Context: an optimization exercise on an open-source flow, tuned for small area and a short achievable clock period. The choices shown serve that exercise and are no tape-out recipe. No run shown here included a check of the RTL's function; only the layout flow was run.

## design/flow/flow/run.sh

```bash
#!/bin/bash
set -e
cp standard.sh standard.sh.log
export SETUP_SLACK_MARGIN=${FLOW_SETUP_MARGIN:-11.5}
export BUFFER_PORTS_ARGS="-buffer_cell sky130_fd_sc_hd__buf_2"
bash standard.sh synth > synth.log 2>&1
R=orfs/results/sky130hd/izhneuron_verilog/base
cp $R/1_2_yosys.v yosys_netlist_before_polar.v.log
python3 flow/polar.py $R/1_2_yosys.v $R/1_2_yosys.polar.v > polar.log 2>&1
mv $R/1_2_yosys.polar.v $R/1_2_yosys.v
rm -f $R/1_synth.odb
bash standard.sh > standard.log 2>&1
```

## design/flow/flow/polar.py

```python
#!/usr/bin/env python3
"""Re-polarise full adders in a mapped sky130hd netlist to remove inverters.

A full adder is self-dual: FA(~a, ~b, ~c) = (~sum, ~cout). Flipping an adder
complements what its inputs must carry and what its outputs carry, so the
inverters around it can move or vanish. The netlist's function is unchanged.
usage: polar.py in.v out.v
"""
import re
import sys
import random
from collections import defaultdict

src = open(sys.argv[1]).read()
cell_re = re.compile(r'^(\s*)(sky130_fd_sc_hd__\w+)\s+(\\\S+\s|\S+)\s*\((.*?)\);\n', re.S | re.M)
pin_re = re.compile(r'\.(\w+)\(\s*([^()]*?)\s*\)')
OUTPINS = {'X', 'Y', 'SUM', 'COUT', 'Q', 'Q_N', 'HI', 'LO'}

cells = []
for m in cell_re.finditer(src):
    pins = [(p, n) for p, n in pin_re.findall(m.group(4))]
    cells.append({'span': m.span(), 'ind': m.group(1), 'type': m.group(2), 'name': m.group(3), 'pins': pins})

outports = set()
for m in re.finditer(r'^\s*output\s+(\[[^\]]*\]\s*)?([^;]+);', src, re.M):
    rng, names = m.group(1), m.group(2)
    for nm in names.split(','):
        nm = nm.strip()
        if rng:
            hi, lo = map(int, re.findall(r'-?\d+', rng))
            for i in range(min(hi, lo), max(hi, lo) + 1):
                outports.add(f"{nm}[{i}]")
        else:
            outports.add(nm)

def is_inv(c):
    return re.match(r'sky130_fd_sc_hd__(inv|clkinv)_\d+$', c['type']) is not None

def is_fa(c):
    return re.match(r'sky130_fd_sc_hd__fa_\d+$', c['type']) is not None

# inverters that can be dissolved: input and output both internal nets
inv_of = {}   # output net -> input net
dissolve = set()
for i, c in enumerate(cells):
    if is_inv(c):
        d = dict(c['pins'])
        if d['Y'] not in outports:
            inv_of[d['Y']] = d['A']
            dissolve.add(i)

def root(net):
    p = 0
    while net in inv_of:
        net = inv_of[net]
        p ^= 1
    return net, p

driver_fa = {}  # net -> fa index
for i, c in enumerate(cells):
    if is_fa(c):
        for p, n in c['pins']:
            if p in ('SUM', 'COUT'):
                driver_fa[n] = i

# consumers: (cell index, pin, root, parity wanted in original terms)
cons = []
for i, c in enumerate(cells):
    if i in dissolve:
        continue
    for p, n in c['pins']:
        if p in OUTPINS:
            continue
        r, par = root(n)
        cons.append((i, p, r, par))
# output ports driven through dissolved inverters need the driving literal too:
# none, since inverters on output ports are kept.

fas = [i for i, c in enumerate(cells) if is_fa(c)]
flip = {i: 0 for i in fas}

def phys(r):
    i = driver_fa.get(r)
    return flip[i] if i is not None else 0

def need(con):
    i, p, r, par = con
    want = par ^ (flip[i] if i in flip else 0)
    return r, want ^ phys(r)    # 1: consumer needs the complement of the physical net

def cost():
    s = set()
    for con in cons:
        r, w = need(con)
        if w:
            s.add(r)
    return len(s)

by_root = defaultdict(list)
for k, con in enumerate(cons):
    by_root[con[2]].append(k)
fa_roots = defaultdict(set)
for k, con in enumerate(cons):
    if con[0] in flip:
        fa_roots[con[0]].add(con[2])
for i in fas:
    for p, n in cells[i]['pins']:
        if p in ('SUM', 'COUT'):
            fa_roots[i].add(n)

def local(rs):
    t = 0
    for r in rs:
        if any(need(cons[k])[1] for k in by_root[r]):
            t += 1
    return t

best = cost()
start = best
random.seed(1)
for it in range(50):
    improved = False
    order = fas[:]
    random.shuffle(order)
    for i in order:
        rs = fa_roots[i]
        before = local(rs)
        flip[i] ^= 1
        after = local(rs)
        if after < before or (after == before and random.random() < 0.0):
            improved = True
        elif after > before or after == before:
            flip[i] ^= 1
    if not improved:
        break
final = cost()

# rewrite
inv_net = {}
new_cells = []
k = 0
def esc(n):
    return n + " " if n.startswith("\\") else n


def inverted(r):
    global k
    if r not in inv_net:
        k += 1
        inv_net[r] = f"_pol{k}_"
        new_cells.append(f"  sky130_fd_sc_hd__inv_1 _polinv{k}_ (\n    .A({esc(r)}),\n    .Y(_pol{k}_)\n  );\n")
    return inv_net[r]

newpins = defaultdict(dict)
for con in cons:
    i, p, r, par = con
    rr, w = need(con)
    newpins[i][p] = inverted(rr) if w else rr

out = []
pos = 0
for i, c in enumerate(cells):
    a, b = c['span']
    out.append(src[pos:a])
    pos = b
    if i in dissolve:
        continue
    pins = []
    for p, n in c['pins']:
        pins.append((p, newpins[i].get(p, n)))
    body = ",\n".join(f"    .{p}({esc(n)})" for p, n in pins)
    out.append(f"{c['ind']}{c['type']} {c['name']}{'' if c['name'].endswith(' ') else ' '}(\n{body}\n  );\n")
tail = src[pos:]
ei = tail.rindex('endmodule')
out.append(tail[:ei])
out.extend(new_cells)
out.append(tail[ei:])
res = "".join(out)
# declare the new nets after the module header's last wire declaration
decl = "".join(f"  wire _pol{j}_;\n" for j in range(1, k + 1))
m = list(re.finditer(r'^\s*wire [^;]*;\n', res, re.M))
p = m[-1].end()
res = res[:p] + decl + res[p:]
open(sys.argv[2], 'w').write(res)
sys.stderr.write(f"polar: {len(fas)} adders, {sum(flip.values())} flipped, "
                 f"{len(dissolve)} inverters removed, {k} added (cost {start} -> {final})\n")
```

## design/flow/standard.sh

```bash
#!/bin/bash
# synth_recipe.tcl (not shown) runs the flow's synth.tcl, then flattens the netlist and writes it again
# the make line also repeats each setting of config.mk as NAME=value (left out here)
make -C /OpenROAD-flow-scripts/flow DESIGN_CONFIG=/design/flow/config.mk WORK_HOME=/design/flow/orfs CLKGATE_MAP_FILE= SYNTH_SCRIPT=/design/flow/synth_recipe.tcl "${@:-finish}"
```

## design/flow/config.mk

```make
export PLATFORM = sky130hd
export DESIGN_NAME = izhneuron_verilog
export DESIGN_NICKNAME = izhneuron_verilog
export VERILOG_FILES = /design/flow/design.v
export SDC_FILE = /design/flow/constraint.sdc
export NUM_CORES = 4
export LEC_CHECK = 0
export CAP_MARGIN = 20
export CORE_MARGIN = 2
export CORE_UTILIZATION = 40
export SLEW_MARGIN = 20
```

## design/flow/constraint.sdc

```tcl
create_clock -name core_clock -period 21.0 [get_ports {clk}]
set_input_delay 4.2000 -clock core_clock [delete_from_list [all_inputs] [get_ports {clk}]]
set_output_delay 4.2000 -clock core_clock [all_outputs]
set_load 0.01 [all_outputs]
```

## design/flow/design.v

```verilog
module izhneuron_verilog(clk, rst, en, WE, Addr, AER_BUS, Weight, spike_out);
input wire clk;
input wire rst;
input wire en;
input wire WE;
input wire [3:0] Addr;
input wire [3:0] AER_BUS;
input wire [10:0] Weight;
output wire spike_out;
reg [10:0] mem0, mem1, mem2, mem3;
reg [3:0] valid;                  
reg [10:0] wout, acc, I;
reg [13:0] N, t;              
wire sel0 = valid[0] & (AER_BUS == 4'd0);
wire sel1 = valid[1] & (AER_BUS == 4'd1);
wire sel2 = valid[2] & (AER_BUS == 4'd2);
wire sel3 = valid[3] & (AER_BUS == 4'd3);
wire [10:0] rdg = ({11{sel0}} & mem0) | ({11{sel1}} & mem1) | ({11{sel2}} & mem2) | ({11{sel3}} & mem3);
wire sm0 = acc[0] ^ wout[0];
wire sc0 = acc[0] & wout[0];
wire sm1 = acc[1] ^ wout[1] ^ sc0;
wire sc1 = (acc[1] & wout[1]) | (acc[1] & sc0) | (wout[1] & sc0);
wire sm2 = acc[2] ^ wout[2] ^ sc1;
wire sc2 = (acc[2] & wout[2]) | (acc[2] & sc1) | (wout[2] & sc1);
wire sm3 = acc[3] ^ wout[3] ^ sc2;
wire sc3 = (acc[3] & wout[3]) | (acc[3] & sc2) | (wout[3] & sc2);
wire sm4 = acc[4] ^ wout[4] ^ sc3;
wire sc4 = (acc[4] & wout[4]) | (acc[4] & sc3) | (wout[4] & sc3);
wire sm5 = acc[5] ^ wout[5] ^ sc4;
wire sc5 = (acc[5] & wout[5]) | (acc[5] & sc4) | (wout[5] & sc4);
wire sm6 = acc[6] ^ wout[6] ^ sc5;
wire sc6 = (acc[6] & wout[6]) | (acc[6] & sc5) | (wout[6] & sc5);
wire sm7 = acc[7] ^ wout[7] ^ sc6;
wire sc7 = (acc[7] & wout[7]) | (acc[7] & sc6) | (wout[7] & sc6);
wire sm8 = acc[8] ^ wout[8] ^ sc7;
wire sc8 = (acc[8] & wout[8]) | (acc[8] & sc7) | (wout[8] & sc7);
wire sm9 = acc[9] ^ wout[9] ^ sc8;
wire sc9 = (acc[9] & wout[9]) | (acc[9] & sc8) | (wout[9] & sc8);
wire sm10 = acc[10] ^ wout[10] ^ sc9;
wire sc10 = (acc[10] & wout[10]) | (acc[10] & sc9) | (wout[10] & sc9);
wire [10:0] sum = {sm10, sm9, sm8, sm7, sm6, sm5, sm4, sm3, sm2, sm1, sm0};
wire [10:0] I_next = en ? sum : I;
wire [13:0] dv = {t[13], t[13], t[13:2]} + N + 14'd2021;      
wire [7:0] d = dv[13:6];                                        
wire [10:0] In = {~I[10], I[9:0]};                              
wire [10:0] Inn = {~I_next[10], I_next[9:0]};
wire p0_1 = t[0] & t[1];
wire p0_2 = t[0] & t[2];
wire p0_3 = t[0] & t[3];
wire p0_4 = t[0] & t[4];
wire p0_5 = t[0] & t[5];
wire p0_6 = t[0] & t[6];
wire p0_7 = t[0] & t[7];
wire p0_8 = t[0] & t[8];
wire p0_9 = t[0] & t[9];
wire p0_10 = t[0] & t[10];
wire p1_2 = t[1] & t[2];
wire p1_3 = t[1] & t[3];
wire p1_4 = t[1] & t[4];
wire p1_5 = t[1] & t[5];
wire p1_6 = t[1] & t[6];
wire p1_7 = t[1] & t[7];
wire p1_8 = t[1] & t[8];
wire p1_9 = t[1] & t[9];
wire p1_10 = t[1] & t[10];
wire p2_3 = t[2] & t[3];
wire p2_4 = t[2] & t[4];
wire p2_5 = t[2] & t[5];
wire p2_6 = t[2] & t[6];
wire p2_7 = t[2] & t[7];
wire p2_8 = t[2] & t[8];
wire p2_9 = t[2] & t[9];
wire p2_10 = t[2] & t[10];
wire p3_4 = t[3] & t[4];
wire p3_5 = t[3] & t[5];
wire p3_6 = t[3] & t[6];
wire p3_7 = t[3] & t[7];
wire p3_8 = t[3] & t[8];
wire p3_9 = t[3] & t[9];
wire p3_10 = t[3] & t[10];
wire p4_5 = t[4] & t[5];
wire p4_6 = t[4] & t[6];
wire p4_7 = t[4] & t[7];
wire p4_8 = t[4] & t[8];
wire p4_9 = t[4] & t[9];
wire p4_10 = t[4] & t[10];
wire p5_6 = t[5] & t[6];
wire p5_7 = t[5] & t[7];
wire p5_8 = t[5] & t[8];
wire p5_9 = t[5] & t[9];
wire p5_10 = t[5] & t[10];
wire p6_7 = t[6] & t[7];
wire p6_8 = t[6] & t[8];
wire p6_9 = t[6] & t[9];
wire p6_10 = t[6] & t[10];
wire p7_8 = t[7] & t[8];
wire p7_9 = t[7] & t[9];
wire p7_10 = t[7] & t[10];
wire p8_9 = t[8] & t[9];
wire p8_10 = t[8] & t[10];
wire p9_10 = t[9] & t[10];
wire n0 = ~(t[11] & t[0]);
wire n1 = ~(t[11] & t[1]);
wire n2 = ~(t[11] & t[2]);
wire n3 = ~(t[11] & t[3]);
wire n4 = ~(t[11] & t[4]);
wire n5 = ~(t[11] & t[5]);
wire n6 = ~(t[11] & t[6]);
wire n7 = ~(t[11] & t[7]);
wire n8 = ~(t[11] & t[8]);
wire n9 = ~(t[11] & t[9]);
wire s1 = In[0] ^ N[0];
wire k2 = In[0] & N[0];
wire s3 = In[1] ^ N[1];
wire k4 = In[1] & N[1];
wire s5 = In[2] ^ N[2] ^ t[5];
wire k6 = (In[2] & N[2]) | (In[2] & t[5]) | (N[2] & t[5]);
wire s7 = p0_9 ^ p1_8;
wire k8 = p0_9 & p1_8;
wire s9 = In[3] ^ N[3] ^ p0_10;
wire k10 = (In[3] & N[3]) | (In[3] & p0_10) | (N[3] & p0_10);
wire s11 = p1_9 ^ p2_8;
wire k12 = p1_9 & p2_8;
wire s13 = In[4] ^ N[4] ^ t[6];
wire k14 = (In[4] & N[4]) | (In[4] & t[6]) | (N[4] & t[6]);
wire s15 = n0 ^ p1_10 ^ p2_9;
wire k16 = (n0 & p1_10) | (n0 & p2_9) | (p1_10 & p2_9);
wire s17 = p3_8 ^ p4_7;
wire k18 = p3_8 & p4_7;
wire s19 = In[5] ^ N[5] ^ n1;
wire k20 = (In[5] & N[5]) | (In[5] & n1) | (N[5] & n1);
wire s21 = p2_10 ^ p3_9 ^ p4_8;
wire k22 = (p2_10 & p3_9) | (p2_10 & p4_8) | (p3_9 & p4_8);
wire s23 = In[6] ^ N[6] ^ t[7];
wire k24 = (In[6] & N[6]) | (In[6] & t[7]) | (N[6] & t[7]);
wire s25 = n2 ^ p3_10 ^ p4_9;
wire k26 = (n2 & p3_10) | (n2 & p4_9) | (p3_10 & p4_9);
wire s27 = In[7] ^ N[7] ^ n3;
wire k28 = (In[7] & N[7]) | (In[7] & n3) | (N[7] & n3);
wire s29 = In[8] ^ N[8] ^ t[8];
wire k30 = (In[8] & N[8]) | (In[8] & t[8]) | (N[8] & t[8]);
wire s31 = t[4] ^ p0_7 ^ p1_6;
wire k32 = (t[4] & p0_7) | (t[4] & p1_6) | (p0_7 & p1_6);
wire s33 = p0_8 ^ p1_7 ^ p2_6;
wire k34 = (p0_8 & p1_7) | (p0_8 & p2_6) | (p1_7 & p2_6);
wire s35 = p3_5 ^ k2;
wire k36 = p3_5 & k2;
wire s37 = p2_7 ^ p3_6 ^ p4_5;
wire k38 = (p2_7 & p3_6) | (p2_7 & p4_5) | (p3_6 & p4_5);
wire s39 = k4 ^ s5 ^ s7;
wire k40 = (k4 & s5) | (k4 & s7) | (s5 & s7);
wire s41 = p3_7 ^ p4_6 ^ k6;
wire k42 = (p3_7 & p4_6) | (p3_7 & k6) | (p4_6 & k6);
wire s43 = k8 ^ s11 ^ s9;
wire k44 = (k8 & s11) | (k8 & s9) | (s11 & s9);
wire s45 = p5_6 ^ k12 ^ s13;
wire k46 = (p5_6 & k12) | (p5_6 & s13) | (k12 & s13);
wire s47 = s17 ^ k10 ^ s15;
wire k48 = (s17 & k10) | (s17 & s15) | (k10 & s15);
wire s49 = p5_7 ^ k14 ^ k18;
wire k50 = (p5_7 & k14) | (p5_7 & k18) | (k14 & k18);
wire s51 = k16 ^ s19 ^ s21;
wire k52 = (k16 & s19) | (k16 & s21) | (s19 & s21);
wire s53 = p5_8 ^ p6_7 ^ s23;
wire k54 = (p5_8 & p6_7) | (p5_8 & s23) | (p6_7 & s23);
wire s55 = k20 ^ k22 ^ s25;
wire k56 = (k20 & k22) | (k20 & s25) | (k22 & s25);
wire s57 = p4_10 ^ p5_9 ^ p6_8;
wire k58 = (p4_10 & p5_9) | (p4_10 & p6_8) | (p5_9 & p6_8);
wire s59 = k24 ^ k26 ^ s27;
wire k60 = (k24 & k26) | (k24 & s27) | (k26 & s27);
wire s61 = n4 ^ p5_10 ^ p6_9;
wire k62 = (n4 & p5_10) | (n4 & p6_9) | (p5_10 & p6_9);
wire s63 = p7_8 ^ s29 ^ k28;
wire k64 = (p7_8 & s29) | (p7_8 & k28) | (s29 & k28);
wire s65 = In[9] ^ N[9] ^ n5;
wire k66 = (In[9] & N[9]) | (In[9] & n5) | (N[9] & n5);
wire s67 = p6_10 ^ p7_9 ^ k30;
wire k68 = (p6_10 & p7_9) | (p6_10 & k30) | (p7_9 & k30);
wire s69 = In[10] ^ N[10] ^ t[9];
wire k70 = (In[10] & N[10]) | (In[10] & t[9]) | (N[10] & t[9]);
wire s71 = n6 ^ p7_10 ^ p8_9;
wire k72 = (n6 & p7_10) | (n6 & p8_9) | (p7_10 & p8_9);
wire s73 = N[11] ^ n7;
wire k74 = N[11] & n7;
wire s75 = N[12] ^ t[10];
wire k76 = N[12] & t[10];
wire s77 = t[3] ^ p0_5;
wire k78 = t[3] & p0_5;
wire s79 = p0_6 ^ p1_5;
wire k80 = p0_6 & p1_5;
wire s81 = p2_5 ^ p3_4 ^ s1;
wire k82 = (p2_5 & p3_4) | (p2_5 & s1) | (p3_4 & s1);
wire s83 = s3 ^ s35 ^ k32;
wire k84 = (s3 & s35) | (s3 & k32) | (s35 & k32);
wire s85 = k36 ^ k34 ^ s37;
wire k86 = (k36 & k34) | (k36 & s37) | (k34 & s37);
wire s87 = k38 ^ k40 ^ s41;
wire k88 = (k38 & k40) | (k38 & s41) | (k40 & s41);
wire s89 = k42 ^ s45 ^ k44;
wire k90 = (k42 & s45) | (k42 & k44) | (s45 & k44);
wire s91 = k46 ^ s49 ^ k48;
wire k92 = (k46 & s49) | (k46 & k48) | (s49 & k48);
wire s93 = k50 ^ s53 ^ k52;
wire k94 = (k50 & s53) | (k50 & k52) | (s53 & k52);
wire s95 = s57 ^ k54 ^ k56;
wire k96 = (s57 & k54) | (s57 & k56) | (k54 & k56);
wire s97 = k58 ^ s61 ^ k60;
wire k98 = (k58 & s61) | (k58 & k60) | (s61 & k60);
wire s99 = k62 ^ s65 ^ s67;
wire k100 = (k62 & s65) | (k62 & s67) | (s65 & s67);
wire s101 = s69 ^ k66 ^ s71;
wire k102 = (s69 & k66) | (s69 & s71) | (k66 & s71);
wire s103 = p8_10 ^ k70 ^ s73;
wire k104 = (p8_10 & k70) | (p8_10 & s73) | (k70 & s73);
wire s105 = n8 ^ p9_10 ^ s75;
wire k106 = (n8 & p9_10) | (n8 & s75) | (p9_10 & s75);
wire s107 = N[13] ^ n9;
wire k108 = N[13] & n9;
wire s109 = t[2] ^ p0_3;
wire k110 = t[2] & p0_3;
wire s111 = p0_4 ^ p1_3;
wire k112 = p0_4 & p1_3;
wire s113 = p1_4 ^ p2_3 ^ s77;
wire k114 = (p1_4 & p2_3) | (p1_4 & s77) | (p2_3 & s77);
wire s115 = p2_4 ^ k78 ^ s79;
wire k116 = (p2_4 & k78) | (p2_4 & s79) | (k78 & s79);
wire s117 = k80 ^ s31 ^ s81;
wire k118 = (k80 & s31) | (k80 & s81) | (s31 & s81);
wire s119 = s33 ^ k82 ^ s83;
wire k120 = (s33 & k82) | (s33 & s83) | (k82 & s83);
wire s121 = s39 ^ k84 ^ s85;
wire k122 = (s39 & k84) | (s39 & s85) | (k84 & s85);
wire s123 = k86 ^ s43 ^ s87;
wire k124 = (k86 & s43) | (k86 & s87) | (s43 & s87);
wire s125 = s47 ^ k88 ^ s89;
wire k126 = (s47 & k88) | (s47 & s89) | (k88 & s89);
wire s127 = s51 ^ k90 ^ s91;
wire k128 = (s51 & k90) | (s51 & s91) | (k90 & s91);
wire s129 = s55 ^ k92 ^ s93;
wire k130 = (s55 & k92) | (s55 & s93) | (k92 & s93);
wire s131 = s59 ^ k94 ^ s95;
wire k132 = (s59 & k94) | (s59 & s95) | (k94 & s95);
wire s133 = s63 ^ k96 ^ s97;
wire k134 = (s63 & k96) | (s63 & s97) | (k96 & s97);
wire s135 = k64 ^ s99 ^ k98;
wire k136 = (k64 & s99) | (k64 & k98) | (s99 & k98);
wire s137 = k68 ^ s101 ^ k100;
wire k138 = (k68 & s101) | (k68 & k100) | (s101 & k100);
wire s139 = k72 ^ s103 ^ k102;
wire k140 = (k72 & s103) | (k72 & k102) | (s103 & k102);
wire s141 = k74 ^ s105 ^ k104;
wire k142 = (k74 & s105) | (k74 & k104) | (s105 & k104);
wire s143 = k76 ^ s107 ^ k106;
wire k144 = (k76 & s107) | (k76 & k106) | (s107 & k106);
wire g145 = t[0] & 1'b0;
wire p146 = t[0] | 1'b0;
wire g147 = 1'b0 & 1'b0;
wire p148 = 1'b0 | 1'b0;
wire g149 = t[1] & p0_1;
wire p150 = t[1] | p0_1;
wire g151 = p0_2 & 1'b0;
wire p152 = p0_2 | 1'b0;
wire g153 = p1_2 & s109;
wire p154 = p1_2 | s109;
wire g155 = k110 & s111;
wire p156 = k110 | s111;
wire g157 = k112 & s113;
wire p158 = k112 | s113;
wire g159 = k114 & s115;
wire p160 = k114 | s115;
wire G161 = g147 | (p148 & g145);
wire P162 = p148 & p146;
wire G163 = g151 | (p152 & g149);
wire P164 = p152 & p150;
wire G165 = g155 | (p156 & g153);
wire P166 = p156 & p154;
wire G167 = g159 | (p160 & g157);
wire P168 = p160 & p158;
wire G169 = g149 | (p150 & G161);
wire P170 = p150 & P162;
wire G171 = G163 | (P164 & G161);
wire P172 = P164 & P162;
wire G173 = g157 | (p158 & G165);
wire P174 = p158 & P166;
wire G175 = G167 | (P168 & G165);
wire P176 = P168 & P166;
wire G177 = g153 | (p154 & G171);
wire P178 = p154 & P172;
wire G179 = G165 | (P166 & G171);
wire P180 = P166 & P172;
wire G181 = G173 | (P174 & G171);
wire P182 = P174 & P172;
wire G183 = G175 | (P176 & G171);
wire P184 = P176 & P172;
wire lc8 = G183;
wire s185 = k116 ^ s117;
wire k186 = k116 & s117;
wire s187 = k118 ^ s119;
wire k188 = k118 & s119;
wire s189 = k120 ^ s121;
wire k190 = k120 & s121;
wire s191 = k122 ^ s123;
wire k192 = k122 & s123;
wire s193 = k124 ^ s125;
wire k194 = k124 & s125;
wire s195 = k126 ^ s127;
wire k196 = k126 & s127;
wire s197 = k128 ^ s129;
wire k198 = k128 & s129;
wire s199 = k130 ^ s131;
wire k200 = k130 & s131;
wire s201 = k132 ^ s133;
wire k202 = k132 & s133;
wire s203 = k134 ^ s135;
wire k204 = k134 & s135;
wire s205 = s137 ^ k136;
wire k206 = s137 & k136;
wire s207 = s139 ^ k138;
wire k208 = s139 & k138;
wire s209 = s141 ^ k140;
wire k210 = s141 & k140;
wire s211 = s143 ^ k142;
wire k212 = s143 & k142;
wire g213 = s185 & lc8;
wire x215 = s185 ^ lc8;
wire g216 = k186 & s187;
wire x218 = k186 ^ s187;
wire g219 = k188 & s189;
wire x221 = k188 ^ s189;
wire g222 = k190 & s191;
wire x224 = k190 ^ s191;
wire g225 = k192 & s193;
wire x227 = k192 ^ s193;
wire g228 = k194 & s195;
wire x230 = k194 ^ s195;
wire g231 = k196 & s197;
wire x233 = k196 ^ s197;
wire g234 = k198 & s199;
wire x236 = k198 ^ s199;
wire g237 = k200 & s201;
wire x239 = k200 ^ s201;
wire g240 = s203 & k202;
wire x242 = s203 ^ k202;
wire g243 = s205 & k204;
wire x245 = s205 ^ k204;
wire g246 = s207 & k206;
wire x248 = s207 ^ k206;
wire g249 = s209 & k208;
wire x251 = s209 ^ k208;
wire g252 = s211 & k210;
wire x254 = s211 ^ k210;
wire G255 = g216 | (x218 & g213);
wire P256 = x218 & x215;
wire G257 = g222 | (x224 & g219);
wire P258 = x224 & x221;
wire G259 = g228 | (x230 & g225);
wire P260 = x230 & x227;
wire G261 = g234 | (x236 & g231);
wire P262 = x236 & x233;
wire G263 = g240 | (x242 & g237);
wire P264 = x242 & x239;
wire G265 = g246 | (x248 & g243);
wire P266 = x248 & x245;
wire G267 = g219 | (x221 & G255);
wire P268 = x221 & P256;
wire G269 = G257 | (P258 & G255);
wire P270 = P258 & P256;
wire G271 = g231 | (x233 & G259);
wire P272 = x233 & P260;
wire G273 = G261 | (P262 & G259);
wire P274 = P262 & P260;
wire G275 = g243 | (x245 & G263);
wire P276 = x245 & P264;
wire G277 = G265 | (P266 & G263);
wire P278 = P266 & P264;
wire G279 = g225 | (x227 & G269);
wire P280 = x227 & P270;
wire G281 = G259 | (P260 & G269);
wire P282 = P260 & P270;
wire G283 = G271 | (P272 & G269);
wire P284 = P272 & P270;
wire G285 = G273 | (P274 & G269);
wire P286 = P274 & P270;
wire G287 = g249 | (x251 & G277);
wire P288 = x251 & P278;
wire G289 = g237 | (x239 & G285);
wire P290 = x239 & P286;
wire G291 = G263 | (P264 & G285);
wire P292 = P264 & P286;
wire G293 = G275 | (P276 & G285);
wire P294 = P276 & P286;
wire G295 = G277 | (P278 & G285);
wire P296 = P278 & P286;
wire G297 = G287 | (P288 & G285);
wire P298 = P288 & P286;
wire wsn = x254 ^ G297;
wire s299 = 1'b1 ^ ~In[0] ^ k116;
wire k300 = (1'b1 & ~In[0]) | (1'b1 & k116) | (~In[0] & k116);
wire s301 = 1'b1 ^ ~In[1] ^ k118;
wire k302 = (1'b1 & ~In[1]) | (1'b1 & k118) | (~In[1] & k118);
wire s303 = 1'b1 ^ ~In[2] ^ k120;
wire k304 = (1'b1 & ~In[2]) | (1'b1 & k120) | (~In[2] & k120);
wire s305 = 1'b1 ^ ~In[3] ^ k122;
wire k306 = (1'b1 & ~In[3]) | (1'b1 & k122) | (~In[3] & k122);
wire s307 = 1'b1 ^ ~In[4] ^ k124;
wire k308 = (1'b1 & ~In[4]) | (1'b1 & k124) | (~In[4] & k124);
wire s309 = ~In[5] ^ k126;
wire k310 = ~In[5] & k126;
wire s311 = 1'b1 ^ ~In[6] ^ k128;
wire k312 = (1'b1 & ~In[6]) | (1'b1 & k128) | (~In[6] & k128);
wire s313 = ~In[7] ^ k130;
wire k314 = ~In[7] & k130;
wire s315 = 1'b1 ^ ~In[8];
wire k316 = 1'b1 & ~In[8];
wire s317 = 1'b1 ^ ~In[9];
wire k318 = 1'b1 & ~In[9];
wire s319 = s117 ^ s299;
wire k320 = s117 & s299;
wire s321 = k300 ^ s119 ^ s301;
wire k322 = (k300 & s119) | (k300 & s301) | (s119 & s301);
wire s323 = k302 ^ s121 ^ s303;
wire k324 = (k302 & s121) | (k302 & s303) | (s121 & s303);
wire s325 = s123 ^ k304 ^ s305;
wire k326 = (s123 & k304) | (s123 & s305) | (k304 & s305);
wire s327 = k306 ^ s125 ^ ~dv[10];
wire k328 = (k306 & s125) | (k306 & ~dv[10]) | (s125 & ~dv[10]);
wire s329 = s127 ^ ~dv[11] ^ k308;
wire k330 = (s127 & ~dv[11]) | (s127 & k308) | (~dv[11] & k308);
wire s331 = s129 ^ ~dv[12] ^ k310;
wire k332 = (s129 & ~dv[12]) | (s129 & k310) | (~dv[12] & k310);
wire s333 = s131 ^ dv[13] ^ s313;
wire k334 = (s131 & dv[13]) | (s131 & s313) | (dv[13] & s313);
wire s335 = s315 ^ k132 ^ s133;
wire k336 = (s315 & k132) | (s315 & s133) | (k132 & s133);
wire s337 = k316 ^ s317 ^ k134;
wire k338 = (k316 & s317) | (k316 & k134) | (s317 & k134);
wire s339 = ~In[10] ^ k318 ^ s137;
wire k340 = (~In[10] & k318) | (~In[10] & s137) | (k318 & s137);
wire s341 = 1'b1 ^ s139;
wire k342 = 1'b1 & s139;
wire s343 = 1'b1 ^ s141;
wire k344 = 1'b1 & s141;
wire s345 = 1'b1 ^ s143;
wire k346 = 1'b1 & s143;
wire s347 = s319 ^ ~dv[6];
wire k348 = s319 & ~dv[6];
wire s349 = k320 ^ ~dv[7] ^ s321;
wire k350 = (k320 & ~dv[7]) | (k320 & s321) | (~dv[7] & s321);
wire s351 = k322 ^ ~dv[8] ^ s323;
wire k352 = (k322 & ~dv[8]) | (k322 & s323) | (~dv[8] & s323);
wire s353 = ~dv[9] ^ k324 ^ s325;
wire k354 = (~dv[9] & k324) | (~dv[9] & s325) | (k324 & s325);
wire s355 = s307 ^ k326 ^ s327;
wire k356 = (s307 & k326) | (s307 & s327) | (k326 & s327);
wire s357 = s309 ^ k328 ^ s329;
wire k358 = (s309 & k328) | (s309 & s329) | (k328 & s329);
wire s359 = s311 ^ k330 ^ s331;
wire k360 = (s311 & k330) | (s311 & s331) | (k330 & s331);
wire s361 = k312 ^ k332 ^ s333;
wire k362 = (k312 & k332) | (k312 & s333) | (k332 & s333);
wire s363 = k314 ^ s335 ^ k334;
wire k364 = (k314 & s335) | (k314 & k334) | (s335 & k334);
wire s365 = s135 ^ s337 ^ k336;
wire k366 = (s135 & s337) | (s135 & k336) | (s337 & k336);
wire s367 = k136 ^ s339 ^ k338;
wire k368 = (k136 & s339) | (k136 & k338) | (s339 & k338);
wire s369 = k138 ^ s341 ^ k340;
wire k370 = (k138 & s341) | (k138 & k340) | (s341 & k340);
wire s371 = k140 ^ s343 ^ k342;
wire k372 = (k140 & s343) | (k140 & k342) | (s343 & k342);
wire s373 = k142 ^ s345 ^ k344;
wire k374 = (k142 & s345) | (k142 & k344) | (s345 & k344);
wire s375 = k354 ^ s355;
wire k376 = k354 & s355;
wire s377 = k356 ^ s357;
wire k378 = k356 & s357;
wire s379 = k358 ^ s359 ^ Inn[6];
wire k380 = (k358 & s359) | (k358 & Inn[6]) | (s359 & Inn[6]);
wire s381 = k360 ^ s361;
wire k382 = k360 & s361;
wire s383 = k362 ^ s363;
wire k384 = k362 & s363;
wire s385 = s365 ^ k364;
wire k386 = s365 & k364;
wire s387 = s367 ^ k366;
wire k388 = s367 & k366;
wire s389 = s347 ^ lc8;
wire k390 = s347 & lc8;
wire s391 = k348 ^ s349 ^ Inn[1];
wire k392 = (k348 & s349) | (k348 & Inn[1]) | (s349 & Inn[1]);
wire s393 = k350 ^ s351 ^ Inn[2];
wire k394 = (k350 & s351) | (k350 & Inn[2]) | (s351 & Inn[2]);
wire s395 = k352 ^ s353 ^ Inn[3];
wire k396 = (k352 & s353) | (k352 & Inn[3]) | (s353 & Inn[3]);
wire s397 = s375 ^ Inn[4] ^ ~spk;
wire k398 = (s375 & Inn[4]) | (s375 & ~spk) | (Inn[4] & ~spk);
wire s399 = k376 ^ s377 ^ Inn[5];
wire k400 = (k376 & s377) | (k376 & Inn[5]) | (s377 & Inn[5]);
wire s401 = k378 ^ ~spk ^ s379;
wire k402 = (k378 & ~spk) | (k378 & s379) | (~spk & s379);
wire s403 = s381 ^ Inn[7] ^ k380;
wire k404 = (s381 & Inn[7]) | (s381 & k380) | (Inn[7] & k380);
wire s405 = s383 ^ k382 ^ Inn[8];
wire k406 = (s383 & k382) | (s383 & Inn[8]) | (k382 & Inn[8]);
wire s407 = s385 ^ k384 ^ Inn[9];
wire k408 = (s385 & k384) | (s385 & Inn[9]) | (k384 & Inn[9]);
wire s409 = s387 ^ k386 ^ Inn[10];
wire k410 = (s387 & k386) | (s387 & Inn[10]) | (k386 & Inn[10]);
wire s411 = s369 ^ k368 ^ k388;
wire k412 = (s369 & k368) | (s369 & k388) | (k368 & k388);
wire s413 = s371 ^ k370;
wire k414 = s371 & k370;
wire s415 = s373 ^ k372;
wire k416 = s373 & k372;
wire g417 = s389 & Inn[0];
wire x419 = s389 ^ Inn[0];
wire g420 = k390 & s391;
wire x422 = k390 ^ s391;
wire g423 = k392 & s393;
wire x425 = k392 ^ s393;
wire g426 = k394 & s395;
wire x428 = k394 ^ s395;
wire g429 = k396 & s397;
wire x431 = k396 ^ s397;
wire g432 = s399 & k398;
wire x434 = s399 ^ k398;
wire g435 = k400 & s401;
wire x437 = k400 ^ s401;
wire g438 = k402 & s403;
wire x440 = k402 ^ s403;
wire g441 = s405 & k404;
wire x443 = s405 ^ k404;
wire g444 = k406 & s407;
wire x446 = k406 ^ s407;
wire g447 = k408 & s409;
wire x449 = k408 ^ s409;
wire g450 = s411 & k410;
wire x452 = s411 ^ k410;
wire g453 = s413 & k412;
wire x455 = s413 ^ k412;
wire g456 = s415 & k414;
wire x458 = s415 ^ k414;
wire G459 = g420 | (x422 & g417);
wire P460 = x422 & x419;
wire G461 = g426 | (x428 & g423);
wire P462 = x428 & x425;
wire G463 = g432 | (x434 & g429);
wire P464 = x434 & x431;
wire G465 = g438 | (x440 & g435);
wire P466 = x440 & x437;
wire G467 = g444 | (x446 & g441);
wire P468 = x446 & x443;
wire G469 = g450 | (x452 & g447);
wire P470 = x452 & x449;
wire G471 = g456 | (x458 & g453);
wire P472 = x458 & x455;
wire G473 = g423 | (x425 & G459);
wire P474 = x425 & P460;
wire G475 = G461 | (P462 & G459);
wire P476 = P462 & P460;
wire G477 = g435 | (x437 & G463);
wire P478 = x437 & P464;
wire G479 = G465 | (P466 & G463);
wire P480 = P466 & P464;
wire G481 = g447 | (x449 & G467);
wire P482 = x449 & P468;
wire G483 = G469 | (P470 & G467);
wire P484 = P470 & P468;
wire G485 = g429 | (x431 & G475);
wire P486 = x431 & P476;
wire G487 = G463 | (P464 & G475);
wire P488 = P464 & P476;
wire G489 = G477 | (P478 & G475);
wire P490 = P478 & P476;
wire G491 = G479 | (P480 & G475);
wire P492 = P480 & P476;
wire G493 = g453 | (x455 & G483);
wire P494 = x455 & P484;
wire G495 = G471 | (P472 & G483);
wire P496 = P472 & P484;
wire G497 = g441 | (x443 & G491);
wire P498 = x443 & P492;
wire G499 = G467 | (P468 & G491);
wire P500 = P468 & P492;
wire G501 = G481 | (P482 & G491);
wire P502 = P482 & P492;
wire G503 = G483 | (P484 & G491);
wire P504 = P484 & P492;
wire G505 = G493 | (P494 & G491);
wire P506 = P494 & P492;
wire G507 = G495 | (P496 & G491);
wire P508 = P496 & P492;
wire [13:0] y;
assign y[0] = x419 ^ 1'b0;
assign y[1] = x422 ^ g417;
assign y[2] = x425 ^ G459;
assign y[3] = x428 ^ G473;
assign y[4] = x431 ^ G475;
assign y[5] = x434 ^ G485;
assign y[6] = x437 ^ G487;
assign y[7] = x440 ^ G489;
assign y[8] = x443 ^ G491;
assign y[9] = x446 ^ G497;
assign y[10] = x449 ^ G499;
assign y[11] = x452 ^ G501;
assign y[12] = x455 ^ G503;
assign y[13] = x458 ^ G505;
wire signed [13:0] ts = t;
wire f = ts < -14'sd1285;               
wire spk = f | ~wsn;
assign spike_out = ~rst & spk;
wire g = ~y[13] & (y[12:0] > 13'd1068);
wire [13:0] N_next = N - {{6{d[7]}}, d} - {7'b0, spk, 1'b0, spk, 4'b0000};    
wire [13:0] t_next = (f | g) ? 14'd118 : y;
always @(posedge clk) begin
	if (WE && Addr[3:2] == 2'b00) begin
		case (Addr[1:0])
			2'd0: mem0 <= Weight;
			2'd1: mem1 <= Weight;
			2'd2: mem2 <= Weight;
			default: mem3 <= Weight;
		endcase
	end
	if (rst) begin
		valid <= 4'b0000;
		wout <= 11'd0; acc <= 11'd0; I <= 11'd0;
		N <= 14'd14091; t <= 14'd118;
	end else begin
		if (WE && Addr[3:2] == 2'b00) valid[Addr[1:0]] <= 1'b1;
		if (!WE) wout <= rdg;
		acc <= en ? 11'd0 : sum;
		I <= I_next;
		N <= N_next;
		t <= t_next;
	end
end
endmodule
```

==> results of run 1 <==
[sequential cells by signal, indices dropped and copies added, names as in the netlist]
signal  count
mem1       11
I          11
acc        11
mem0       11
t          14
valid       4
wout       11
N          14
mem2       11
mem3       11
[metal layers]
metal	part of all wire, %	global-route usage (%)	routed length, um	vias to the layer above
met5	0	0	0	-
met2	47	27.98	9158	79
met3	2.5	2.306	490	18
met1	49	25.73	9708	2914
met4	1.3	3.670	255	0
li1	-	-	-	2991
[worst max-delay path by stage]
stage               startpoint        end  slack [ps]  cells after the start
floorplan                  rst  spike_out       11970                      3
global placement           rst  spike_out       11630                      3
detailed placement         rst  spike_out       11670                      3
CTS                       t[2]  spike_out       11520                     16
global route              t[4]  spike_out       11480                     16
finish                     rst  spike_out       11700                      3
[layout make-up]
| class | count | area (sq um) | area share [%] |
|---|---|---|---|
| tap | 285 | 356.6 | 3.575 |
| multi-input combinational | 626 | 6086 | 61.01 |
| sequential | 109 | 2643 | 26.49 |
| clock buffer | 9 | 225.2 | 2.258 |
| clock inverter | 7 | 73.82 | 0.7400 |
| timing repair buffer | 26 | 137.6 | 1.380 |
| inverter | 121 | 454.2 | 4.553 |
[per-stage QoR]
step	util [%]	hold slack (ps)	worst slack [ps]	area, sq um
final	44.06	473.1	11700	9976
after detailed placement	42.53	458.3	11670	9629
after global routing	44.06	489.9	11480	9976
after CTS	43.91	477.0	11520	9942
after floorplan	-	431.2	11970	9220
after global placement	42.53	450.4	11630	9629
[worst max-delay path, stage by stage]
cell,delay (ps)
buf_2,620
a21oi_1,90
buf_2,180
[repair_timing]
| action | in CTS | in global routing |
|---|---|---|
| hold buffers | 0 | 0 |
| gates resized for setup | 10 | 8 |
| endpoints found under the setup margin | 1 | 1 |
| pin swaps | 0 | 2 |
[cells in the final DEF, fill, tap and decap left out, types with 4 or more instances in the layout]
cell,instances
buf_2,23
nand2b_1,4
fa_1,108
a211oi_1,5
nor2b_1,5
clkbuf_16,9
ha_1,115
a2111oi_0,4
edfxtp_1,44
nand3_1,9
nand2_1,46
and2_1,46
nor3_1,8
a22oi_1,23
o21a_1,7
dfxtp_1,55
a21oi_1,49
xor2_1,15
nor2_1,61
o21ai_0,14
a21o_1,10
dfxtp_2,7
inv_1,121
o21bai_1,4
and3_1,10
xnor2_1,23
mux2i_1,10
==> notes.md, run 1 <==
* Relative slew slack at a little under half
* Final hold viol count at 0
* Initial Utilization at between 40% and 50%
* Post CTS Setup Buffer Count at 0
* Root buffer cell: clkbuf_16
* Routed wire length at roughly 20 mm
* MaxCap Viol Count at 0
* Endpoints failing setup at 0
* Pin count of the biggest net entering global routing at 41
* Drc violations at 0
* Final HPWL DP at approximately 16 mm
* Worst Hold Endpoint: valid[0]
* Share of cells above drive strength 1 at 7.684%
* Vias per inst at roughly 5.1
* Initial DRC Count at ~320
* Final Max Slew Viols at 0
* IO buf count at 23
* Worst setup path class: input pin to primary output
* Clock sinks at 109
* Number of I/O pins at 24
* Unrepaired setup endpoints after global routing: false
* Endpoint arrival time on the critical path at a little over 5000 ps
* Reg-to-Reg Start: t[0]
* Crit start category: input pin
* Post-Syn Area at just over 0.009 sq mm
* Final Cycle Share at between 40 and 50%
* First-pass GRT wire length at 33.33 mm
* Die X at around 160 um
* Router iterations before antenna repair at 4
* CTS H-tree depth at 3
* Finished Layout Cells at about 1200
* Die Y at 155.8 um
* Longest Clk Path Bufs at 2
* GRT Total Usage at between 15 and 20%
* Status: complete, no violations
* # fillers at 2129
* Row count at between 50 and 60
* Max Freq at roughly 0.11 GHz
* Critical path required time at about 17000 ps
* R2R Setup Slk at around 13000 ps
* Clk Latency, worst-skew pair at approximately 360 ps
* Final GP Congestion at between 0.8 and 0.9
* Hold Crit Class: flop to flop
* Mapped Nets at ~1100
* Die footprint at 0.02428 sq mm
* TritonCTS clock tree: built
* Reg2Reg Capture Point: t[4]
* CTS Buf Count at 9
* Number of routed nets with antenna violations at 0
* CP Capture Type: primary output
* WL/cell at between 15 and 20 um
* Initial antenna violation count at 0
* GR Overflow Total at 0
* Placed Cells at ~1200
* R2R cell count at 26
* Worst-path fanout max at 40
* Via count of the first global-routing pass at approximately 6300
* Ant. Diodes at 0
* Min-delay src: valid[0]
* Final nets at approximately 1100
* Fin crit period at approximately 9300 ps
* Worst hold path depth at 2
* Clock Pin Slew Worst Setup and Hold Paths at approximately 80 ps
* Slew @ Worst Pin at around 820 ps
* Area grow syn2layout at 8.197%
* Synth warn at 1
* Synth Area per Inst at ~10 sq um
* Post-Route Setup TNS at 0 ps
* DR vias at 6002
* Synth Instances at approximately 880
* Core area at ~0.023 sq mm
* Worst Clk Skew at 10.59 ps
==> inputs of run 2 (changes only) <==
--- a/design/flow/flow/run.sh
+++ b/design/flow/flow/run.sh
@@ -1,7 +1,7 @@
 #!/bin/bash
 set -e
 cp standard.sh standard.sh.log
-export SETUP_SLACK_MARGIN=${FLOW_SETUP_MARGIN:-11.5}
+export SETUP_SLACK_MARGIN=${FLOW_SETUP_MARGIN:-12}
 export BUFFER_PORTS_ARGS="-buffer_cell sky130_fd_sc_hd__buf_2"
 bash standard.sh synth > synth.log 2>&1
 R=orfs/results/sky130hd/izhneuron_verilog/base
==> run 2 against run 1 <==
Still clean on timing, DRC and antenna. Core utilization grew 1.3 points. Count of clock-buffer cells in the layout stayed put. Non-clock buffer count is 21 higher. Clock skew is 0.78 ps higher. Critical endpoint unchanged. Highest routed layer unchanged.
==> notes.md, run 2 <==
* Status: complete, no violations
* Hold Crit Class: flop to flop
* Final GP Congestion at 0.8360 (about the same)
* Worst Clk Skew at 11.38 ps (+0.7847 ps)
* MaxCap Viol Count at 0 (unchanged)
* Worst setup path class: input pin to primary output
* Most frequent cells in the layout: 118 x inv_1, 111 x ha_1, 102 x fa_1
* Crit start category: input pin
* Die X at 155.8 um (unchanged)
* Clock Pin Slew Worst Setup and Hold Paths at 70 ps (about the same)
* Pin count of the biggest net entering global routing at 41 (unchanged)
* GR Overflow Total at 0 (unchanged)
* CP Capture Type: primary output
* Router iterations before antenna repair at 4 (unchanged)
* Endpoints failing setup at 0 (unchanged)
* Ant. Diodes at 0 (unchanged)
* CP cell instances: buf_2, buf_8, a21oi_2, buf_2
* Final Max Slew Viols at 0 (unchanged)
* Hold WS at 468.1 ps (-4.925 ps)
* Drc violations at 0 (unchanged)
* IO buf count at 23 (unchanged)
* Worst-path fanout max at 40 (unchanged)
* Row count at 55 (unchanged)
* WL/cell at 16.25 um (-2.0%)
* Relative slew slack at 44.52% (-0.91 points)
* Final hold viol count at 0 (unchanged)
* Final HPWL DP at 15.59 mm (-1.5%)
* TritonCTS clock tree: built
* Clock sinks at 109 (unchanged)
* Synth warn at 1 (unchanged)
* Mapped Nets at 1128 (unchanged)
* Final Cycle Share at 42.78% (-1.5 points)
* Via count of the first global-routing pass at 6326 (+0.46%)
* Synth Instances at 882 (unchanged)
* First-pass GRT wire length at 32.92 mm (-1.2%)
* Post-layout util at 45.37% (+1.3 points)
* DR vias at 6102 (+1.7%)
* Synth Area per Inst at 10.45 sq um (unchanged)
* Cell repeated most along the worst path: buf_2
* Root buffer cell: clkbuf_16
* CTS Buf Count at 9 (unchanged)
* Max Freq at 0.1113 GHz (+3.6%)
* Final nets at 1160 (+1.8%)
* Die footprint at 0.02428 sq mm (unchanged)
* Crit-path leading delay family: buffers and inverters
* Slew @ Worst Pin at 820.4 ps (+1.843 ps)
* Core area at 0.02264 sq mm (unchanged)
* Hold_buf cts at 0 (unchanged)
* Number of I/O pins at 24 (unchanged)
* Number of routed nets with antenna violations at 0 (unchanged)
* # fillers at 2126 (-0.14%)
* Unrepaired setup endpoints after global routing: true
* Vias per inst at 5.068 (-0.11%)
* Endpoint arrival time on the critical path at 4780 ps (-320 ps)
* Routed wire length at 19.56 mm (-0.27%)
* Crit path buffers/inverters at 3 (+1)
* CTS H-tree depth at 3 (unchanged)
* Share of cells above drive strength 1 at 12.08% (+4.4 points)
* Initial Utilization at 40.72% (unchanged)
* Post-Syn Area at 0.009220 sq mm (unchanged)
* Leading registers by flop count: N (14), t (14)
* Initial antenna violation count at 0 (unchanged)
* Fin crit period at 8984 ps (-319.8 ps)
* Commonest non-fill, non-tap cell in the layout: inv_1
* GRT Total Usage at 17.50% (-0.076 points)
* Post-Route Setup TNS at 0 ps (unchanged)
* Clk Latency, worst-skew pair at 370 ps (about the same)
* CP max stage cell: buf_8
* Die Y at 155.8 um (unchanged)
* Initial DRC Count at 319 (+1.3%)
* Longest Clk Path Bufs at 2 (unchanged)
* Slowest stage delay, CP at 180 ps (-440 ps)
* Critical path required time at 16800 ps (about the same)
* Area grow syn2layout at 11.40%
[run 2: changes by cell type in the layout (fill, tap and decap cells not counted), sizes merged]
cell	previous run	this run
bufinv	0	1
clkinv	4	3
buf	26	47
[run 2: worst register-to-register path, delay by kind of cell (launching register included)]
family / cells / cell delay (ps)
buffers and inverters: 3 / 470
AND/OR/NAND/NOR: 5 / 860
flip-flops: 1 / 350
XOR/XNOR: 1 / 220
AO/OA/AOI/OAI: 8 / 1950
adder cells (fa/ha/maj): 9 / 3870
[run 2: through the flow]
step	instances	setup WS, ps	cell area (sq um)
after floorplan	882	12040	9221
after global placement	1170	11830	9652
after detailed placement	1170	11830	9652
after CTS	1202	11990	10190
after global routing	1204	11900	10270
final	1204	12020	10270
[run 2: what timing repair did]
item                                    4_1_cts  5_1_grt
endpoints found under the hold margin         0        0
buffers inserted                             16        2
endpoints found under the setup margin        1        1
gates resized for setup                      37       18
pin swaps                                    12       14
[run 2: metal layers]
layer,track usage (%),routed length (um),vias up
met4,4.849,251,0
met3,1.750,493,12
met2,28.34,9094,74
li1,-,-,3038
met1,25.09,9720,2978
met5,0,0,-
[run 2: final timing paths]
check / start / depth (start not counted) / slack (ps) / end
setup / recovery: rst / 4 / 12020 / spike_out
hold / removal: valid[1] / 2 / 470 / valid[1]
setup reg to reg: t[8] / 26 / 13170 / t[4]
hold reg to reg: valid[1] / 2 / 470 / valid[1]
[run 2: final cells by class]
| type | count | area (sq um) | share of cell area [%] |
|---|---|---|---|
| Multi-Input combinational cell | 626 | 6166 | 60.03 |
| Clock buffer | 9 | 225.2 | 2.193 |
| Clock inverter | 7 | 91.34 | 0.8893 |
| Tap cell | 285 | 356.6 | 3.472 |
| Timing Repair Buffer | 47 | 306.5 | 2.985 |
| Sequential cell | 109 | 2671 | 26.01 |
| Inverter | 121 | 454.2 | 4.422 |

re-timing with driven ports:
The results above use ideal ports. As a check the final layouts listed here were re-extracted and re-timed, cells and wires unchanged. Step 1: set_driving_cell puts a clkbuf_16 on clk and a buf_2 on each other input, an assumption about the parent block. Step 2 moves the port delays by t, midway between the first and last clock arrival at a register: inputs arrive t later, outputs are due t later. That takes back most of the time a late clock gives input paths. a / b / c = no drivers / after step 1 / after step 2; a / b = the first two.
run	t (ns)	setup slack, ns	worst data-port slew with drivers (ns)	cell pins on the clock port's net
run 1	0.398	11.696 / 11.672 / 11.672	0.04	1
run 2	0.404	12.016 / 11.996 / 11.996	0.03	1
After both steps every run listed still meets setup and hold. For run 1, which loses most, drivers alone change the setup slack by -0.024 ns; drivers and shift together by -0.024 ns.
